Background: an optimization exercise with open tools, aiming at small area. Do not read the settings as production practice.
Function was checked by simulation only, so behaviour that the tests miss may differ from the original.
Power is estimated from default activity; no workload was simulated.

## try-yarrow
==> flow/design.v <==
module Decode_Queue(
  input         clock,
  input         reset,
  input         io_clk,
  input         io_reset,
  input  [95:0] io_decoded_insn1,
  input  [95:0] io_decoded_insn2,
  input         io_wr_en1,
  input         io_wr_en2,
  input  [1:0]  io_pop_count,
  output [95:0] io_entry_out1,
  output [95:0] io_entry_out2,
  output        io_fifo_full,
  output        io_fifo_empty,
  output [3:0]  io_head_ptr,
  output [3:0]  io_tail_ptr,
  output [1:0]  io_out_count
);
  reg [4:0]  nwr;
  reg [3:0]  head;
  reg [3:0]  tail;
  reg [4:0]  count;
  wire full  = count[4];
  wire empty = count == 5'h0;
  wire pop   = (io_pop_count != 2'h0) & ~empty;
  wire wr    = (io_wr_en1 | io_wr_en2) & ~full;
  wire [95:0] wdata;
  genvar i, j;
  generate
    for (j = 0; j < 96; j = j + 1) begin : g_wd
      dq_ao22 u_wd (.a1(io_decoded_insn2[j]), .a2(io_wr_en2),
                    .b1(io_decoded_insn1[j]), .b2(~io_wr_en2), .y(wdata[j]));
    end
  endgenerate
  wire [95:0] fifo [0:15];
  generate
    for (i = 0; i < 16; i = i + 1) begin : g_ent
      wire we  = wr & (tail == i);
      dq_entry u_ent (.clock(clock), .we(we), .nwe(~we), .d(wdata), .q(fifo[i]));
    end
  endgenerate
  always @(posedge clock) begin
    if (reset)
      nwr <= 5'h0;
    else if (wr && {1'b0, tail} == nwr)
      nwr <= nwr + 5'h1;
  end
  wire        ren  = pop & ({1'b0, head} < nwr);
  wire [15:0] hsel = (16'h1 << head) & {16{ren}};
  wire        p2   = io_pop_count == 2'h2;
  generate
    for (j = 0; j < 96; j = j + 1) begin : g_rd
      wire [5:0] t;
      wire       a;
      dq_aoi222 u_t0 (.a1(hsel[0]),  .a2(fifo[0][j]),  .b1(hsel[1]),  .b2(fifo[1][j]),
                      .c1(hsel[2]),  .c2(fifo[2][j]),  .y(t[0]));
      dq_aoi222 u_t1 (.a1(hsel[3]),  .a2(fifo[3][j]),  .b1(hsel[4]),  .b2(fifo[4][j]),
                      .c1(hsel[5]),  .c2(fifo[5][j]),  .y(t[1]));
      dq_aoi222 u_t2 (.a1(hsel[6]),  .a2(fifo[6][j]),  .b1(hsel[7]),  .b2(fifo[7][j]),
                      .c1(hsel[8]),  .c2(fifo[8][j]),  .y(t[2]));
      dq_aoi222 u_t3 (.a1(hsel[9]),  .a2(fifo[9][j]),  .b1(hsel[10]), .b2(fifo[10][j]),
                      .c1(hsel[11]), .c2(fifo[11][j]), .y(t[3]));
      dq_aoi222 u_t4 (.a1(hsel[12]), .a2(fifo[12][j]), .b1(hsel[13]), .b2(fifo[13][j]),
                      .c1(hsel[14]), .c2(fifo[14][j]), .y(t[4]));
      dq_nand2  u_t5 (.a(hsel[15]), .b(fifo[15][j]), .y(t[5]));
      dq_and3   u_a  (.a(t[0]), .b(t[1]), .c(t[2]), .y(a));
      dq_nand4  u_o1 (.a(a), .b(t[3]), .c(t[4]), .d(t[5]), .y(io_entry_out1[j]));
      dq_and2   u_o2 (.a(io_entry_out1[j]), .b(p2), .y(io_entry_out2[j]));
    end
  endgenerate
  assign io_fifo_full  = full;
  assign io_fifo_empty = empty;
  assign io_head_ptr   = head;
  assign io_tail_ptr   = tail;
  assign io_out_count  = (count[4:2] != 3'h0) ? io_pop_count :
                         ({3'h0, io_pop_count} > count) ? count[1:0] : io_pop_count;
  always @(posedge clock) begin
    if (reset) begin
      head  <= 4'h0;
      tail  <= 4'h0;
      count <= 5'h0;
    end else begin
      if (pop)
        head <= head + 4'h1;
      else if (io_reset)
        head <= 4'h0;
      if (wr)
        tail <= tail + 4'h1;
      else if (io_reset)
        tail <= 4'h0;
      if (pop)
        count <= count - 5'h1;
      else if (wr)
        count <= count + 5'h1;
      else if (io_reset)
        count <= 5'h0;
    end
  end
endmodule
module dq_entry(
  input         clock,
  input         we,
  input         nwe,
  input  [95:0] d,
  output [95:0] q
);
  reg [95:0] r;
  always @(posedge clock)
    r <= (r & {96{nwe}}) | (d & {96{we}});
  assign q = r;
endmodule
module dq_ao22(input a1, input a2, input b1, input b2, output y);
  assign y = (a1 & a2) | (b1 & b2);
endmodule
module dq_aoi222(input a1, input a2, input b1, input b2, input c1, input c2, output y);
  assign y = ~((a1 & a2) | (b1 & b2) | (c1 & c2));
endmodule
module dq_nand2(input a, input b, output y);
  assign y = ~(a & b);
endmodule
module dq_and2(input a, input b, output y);
  assign y = a & b;
endmodule
module dq_and3(input a, input b, input c, output y);
  assign y = a & b & c;
endmodule
module dq_nand4(input a, input b, input c, input d, output y);
  assign y = ~(a & b & c & d);
endmodule
Settings: LEC_CHECK=0, CAP_MARGIN=5, CORE_MARGIN=2, CORE_UTILIZATION=75, SETUP_SLACK_MARGIN=0.2, SLEW_MARGIN=5, SYNTH_HIERARCHICAL=1; clock period 8.0 ns.
standard.sh (not shown) runs the stock make flow with config.mk's settings and CLKGATE_MAP_FILE= SYNTH_SCRIPT=/design/flow/synth_recipe.tcl, a recipe that flattens the netlist after the stock synthesis.
==> flow/flow/run.sh <==
#!/bin/bash
# Standard layout, with the smallest buffer on the ports, a clock tree
# without dummy loads built from clkbuf_8 leaves over clusters of up to 16
# sinks, and downsizing of gates with positive slack after global routing.
set -euo pipefail
CTS="-sink_clustering_enable -repair_clock_nets -dont_use_dummy_load -buf_list {sky130_fd_sc_hd__clkbuf_8} -sink_clustering_size 16 -sink_clustering_max_diameter 50"
bash standard.sh "BUFFER_PORTS_ARGS=-buffer_cell sky130_fd_sc_hd__buf_1" "CTS_ARGS=$CTS" "RECOVER_POWER=100" finish > make_finish.log 2>&1
To summarise try-yarrow: no stage aborted, but the layout did not pass its checks, failing on capacitance limit, slew limit.
Changes in try-onyx relative to try-yarrow:
- changing CORE_UTILIZATION from 75 to 70
- changing CAP_MARGIN from 5 to 20
- changing SLEW_MARGIN from 5 to 20
==> flow/flow/run.sh <==
#!/bin/bash
# Standard layout, with the smallest buffer on the ports and a clock tree
# without dummy loads, built from clkbuf_8 leaves over clusters of up to 16 sinks.
set -euo pipefail
CTS="-sink_clustering_enable -repair_clock_nets -dont_use_dummy_load -buf_list {sky130_fd_sc_hd__clkbuf_8} -sink_clustering_size 16 -sink_clustering_max_diameter 50"
bash standard.sh "BUFFER_PORTS_ARGS=-buffer_cell sky130_fd_sc_hd__buf_1" "CTS_ARGS=$CTS" finish > make_finish.log 2>&1
## What came out
try-onyx ended with every stage complete and zero timing, DRC or antenna violations.
try-onyx reports a higher wire length than try-yarrow does.
try-yarrow ended up with fewer cell instances than try-onyx did.
Compared with try-yarrow, overall power in try-onyx increased slightly.
try-onyx has number of clock-tree buffers in the layout above what try-yarrow had.
Power per unit of standard cell area: try-yarrow vs try-onyx, no meaningful difference
Post-synthesis cell count came out exactly the same in try-onyx and try-yarrow.
try-onyx ends up with a post-CTS clock slew at the launch and capture registers of the worst setup and hold paths that is 0.03 ns lower than in try-yarrow.
The total non-filler cell area in the finished layout of try-onyx is higher than that of try-yarrow.
Re H-tree depth reported by CTS: try-yarrow was lower than try-onyx.
The inputs of try-tundra differ from those of try-onyx as listed below.
- CORE_UTILIZATION: 70 -> 85
- CAP_MARGIN: 20 -> 5
- SLEW_MARGIN: 20 -> 5
try-tundra against try-onyx; HPWL reported at the end of detailed placement is up by a little under 10%. Comparing try-onyx and try-tundra, the lower total routing usage reported by global routing is on try-onyx. On areal power density over the cells: between try-onyx and try-tundra, it ends up higher for try-tundra.
Modified inputs, try-pepper compared to try-tundra
- CORE_UTILIZATION: 85 -> 75
==> flow/flow/run.sh <==
#!/bin/bash
# Standard layout, with the smallest buffer on the ports and a clock tree
# without dummy loads, built from clkbuf_4 buffers over clusters of up to 10 sinks.
set -euo pipefail
CTS="-sink_clustering_enable -repair_clock_nets -dont_use_dummy_load -buf_list {sky130_fd_sc_hd__clkbuf_4} -sink_clustering_size 10 -sink_clustering_max_diameter 40"
bash standard.sh "BUFFER_PORTS_ARGS=-buffer_cell sky130_fd_sc_hd__buf_1" "CTS_ARGS=$CTS" finish > make_finish.log 2>&1
Findings:
The sequential cell power on try-tundra is in line with that on try-pepper. Stage delay of the slowest cell on the critical path (try-pepper over try-tundra): decrease, 0.11 ns. Worst hold slack after final layout: try-pepper vs try-tundra — no meaningful difference. try-pepper went all the way through the flow, and no timing, DRC or antenna check failed. Comparing global routing usage on met3 for try-pepper and try-tundra, the bigger number came from try-tundra. try-pepper vs try-tundra — number of buffers created by CTS climbed by more than half. On utilization: between try-pepper and try-tundra, it ends up higher for try-tundra. Per the comparison of try-pepper with try-tundra, estimated wirelength of the detail-placed design down about 4.5%, aggregate routed wire length dropped 12 mm, final hold violation count essentially unchanged.

---

Starts from the design.v that is shown in full above.
Settings: LEC_CHECK=0, CAP_MARGIN=0, CORE_MARGIN=2, CORE_UTILIZATION=75, SETUP_SLACK_MARGIN=0.2, SLEW_MARGIN=0, SYNTH_HIERARCHICAL=1; clock period 8.0 ns.
==> flow/flow/run.sh <==
#!/bin/bash
# Standard layout, with the smallest buffer on the ports and a clock tree
# without dummy loads, built from clkbuf_4 buffers over clusters of up to 9 sinks.
set -euo pipefail
CTS="-sink_clustering_enable -repair_clock_nets -dont_use_dummy_load -buf_list {sky130_fd_sc_hd__clkbuf_4} -sink_clustering_size 9 -sink_clustering_max_diameter 35"
bash standard.sh "BUFFER_PORTS_ARGS=-buffer_cell sky130_fd_sc_hd__buf_1" "CTS_ARGS=$CTS" finish > make_finish.log 2>&1
The first run completed without violations.
Change:
- CAP_MARGIN: 0 -> 5
- CORE_UTILIZATION: 75 -> 80
- SLEW_MARGIN: 0 -> 5
Utilization increases by 5.1 points.
Wire length increases by 2.0%.
Hold slack stays flat.
Register-to-register slack is worse by 0.19 ns.
Change:
- CORE_UTILIZATION: 80 -> 75
Effect: The changed run passed the timing, DRC and antenna checks. Clock-buffer cell count increases by 5. Non-clock buffer count increases by 3. Worst setup slack is worse by 0.089 ns. Clock skew increases by 0.040 ns. Global-route usage decreases by 4.0 points.

---

Another version of the RTL of Decode_Queue (not shown whole).
Size: about 1600 flip-flops, roughly 400 I/O pins, about 57000 um2 of cells after synthesis.
Settings: LEC_CHECK=0, CAP_MARGIN=20, CORE_MARGIN=2, CORE_UTILIZATION=60, CTS_BUF_LIST=sky130_fd_sc_hd__clkbuf_4 sky130_fd_sc_hd__clkbuf_8, SETUP_SLACK_MARGIN=0.2, SLEW_MARGIN=20, SYNTH_HIERARCHICAL=1; clock period 8.0 ns.
run.sh (not shown) runs the stock make flow with config.mk's settings and CLKGATE_MAP_FILE= SYNTH_SCRIPT=/design/flow/synth_recipe.tcl, a recipe that flattens the netlist after the stock synthesis.
Stock flow here: none of the scripts above is used.
The first run completed with no timing, DRC or antenna violations.
Edit:
==> flow/flow/run.sh (new file) <==
#!/bin/bash
# Standard layout, with smaller port buffers and a clock tree without dummy loads.
set -euo pipefail
CTS="-sink_clustering_enable -repair_clock_nets -dont_use_dummy_load -buf_list {sky130_fd_sc_hd__clkbuf_4 sky130_fd_sc_hd__clkbuf_8}"
bash standard.sh "BUFFER_PORTS_ARGS=-buffer_cell sky130_fd_sc_hd__buf_1" "CTS_ARGS=$CTS" finish > make_finish.log 2>&1
==> flow/standard.sh (new file) <==
#!/bin/bash
# synth_recipe.tcl (not shown) runs the flow's synth.tcl, then flattens the netlist and writes it again
# the make line also repeats each setting of config.mk as NAME=value (left out here)
make -C /OpenROAD-flow-scripts/flow DESIGN_CONFIG=/design/flow/config.mk WORK_HOME=/design/flow/orfs CLKGATE_MAP_FILE= SYNTH_SCRIPT=/design/flow/synth_recipe.tcl "${@:-finish}"
removed: flow/run.sh
What happened:
- global-route usage falls by 0.19 points
- fmax came out higher by about 5.4%
- cell count went down by about 3%
- power came out lower by 9.4%
- clock-buffer cell count came out lower by 139
- die area stays the same
- synthesized area does not change
Edit:
==> flow/flow/run.sh (replaced) <==
#!/bin/bash
# Standard layout, with the smallest buffer on the ports and a clock tree
# without dummy loads, built from clkbuf_8 leaves over clusters of up to 16 sinks.
set -euo pipefail
CTS="-sink_clustering_enable -repair_clock_nets -dont_use_dummy_load -buf_list {sky130_fd_sc_hd__clkbuf_8} -sink_clustering_size 16 -sink_clustering_max_diameter 50"
bash standard.sh "BUFFER_PORTS_ARGS=-buffer_cell sky130_fd_sc_hd__buf_1" "CTS_ARGS=$CTS" finish > make_finish.log 2>&1
CORE_UTILIZATION = 70   (was 60)
CTS_BUF_LIST = unset   (was sky130_fd_sc_hd__clkbuf_4 sky130_fd_sc_hd__clkbuf_8)
The changed run completed without violations. Wire length shrinks by 5.1%. Maximum frequency grows by 2.3%. Final area shrinks by 2.7%. Setup slack gets better by 0.15 ns. Clock-buffer cell count shrinks by 105.

==> separate check: timing with driven ports <==
The flow's constraints put no driver on any port. The routed layouts listed below were extracted and timed again, unchanged, in two steps.
Step 1 assumes that a clkbuf_16 drives the clock port and a buf_2 every other input.
Step 2 moves the port delays by t, midway between the first and last clock arrival at a register: inputs arrive t later, outputs are due t later. That takes back most of the time a late clock gives input paths.
a / b / c = ideal / step 1 / step 2; a / b = the first two.
| run | t (ns) | slack for setup (ns) | hold WS [ns] |
|---|---|---|---|
| try-yarrow | 0.835 | 0.577 / 0.608 / -0.226 | 0.489 / 0.489 / 0.489 |
| try-onyx | 0.878 | 1.319 / 1.289 / 1.289 | 0.485 / 0.485 / 0.485 |
| try-tundra | 0.853 | 0.991 / 0.920 / 1.042 | 0.488 / 0.488 / 0.488 |
| try-pepper | 1.175 | 0.937 / 0.864 / 1.233 | 0.488 / 0.488 / 0.488 |
| the first run of note 2 | 1.127 | 0.975 / 0.904 / 1.223 | 0.486 / 0.486 / 0.486 |
| the second run of note 2 | 1.122 | 1.064 / 0.995 / 1.217 | 0.486 / 0.486 / 0.486 |
| the third run of note 2 | 1.127 | 0.975 / 0.904 / 1.223 | 0.486 / 0.486 / 0.486 |
| the first run of note 3 | 0.969 | 1.030 / 1.007 / 1.007 | 0.451 / 0.451 / 0.451 |
| the second run of note 3 | 0.953 | 1.389 / 1.365 / 1.365 | 0.445 / 0.445 / 0.445 |
| the third run of note 3 | 0.867 | 1.538 / 1.517 / 1.517 | 0.454 / 0.454 / 0.454 |
The setup slack of try-yarrow, which loses most, moves by +0.031 ns with the drivers and by -0.803 ns with both steps.
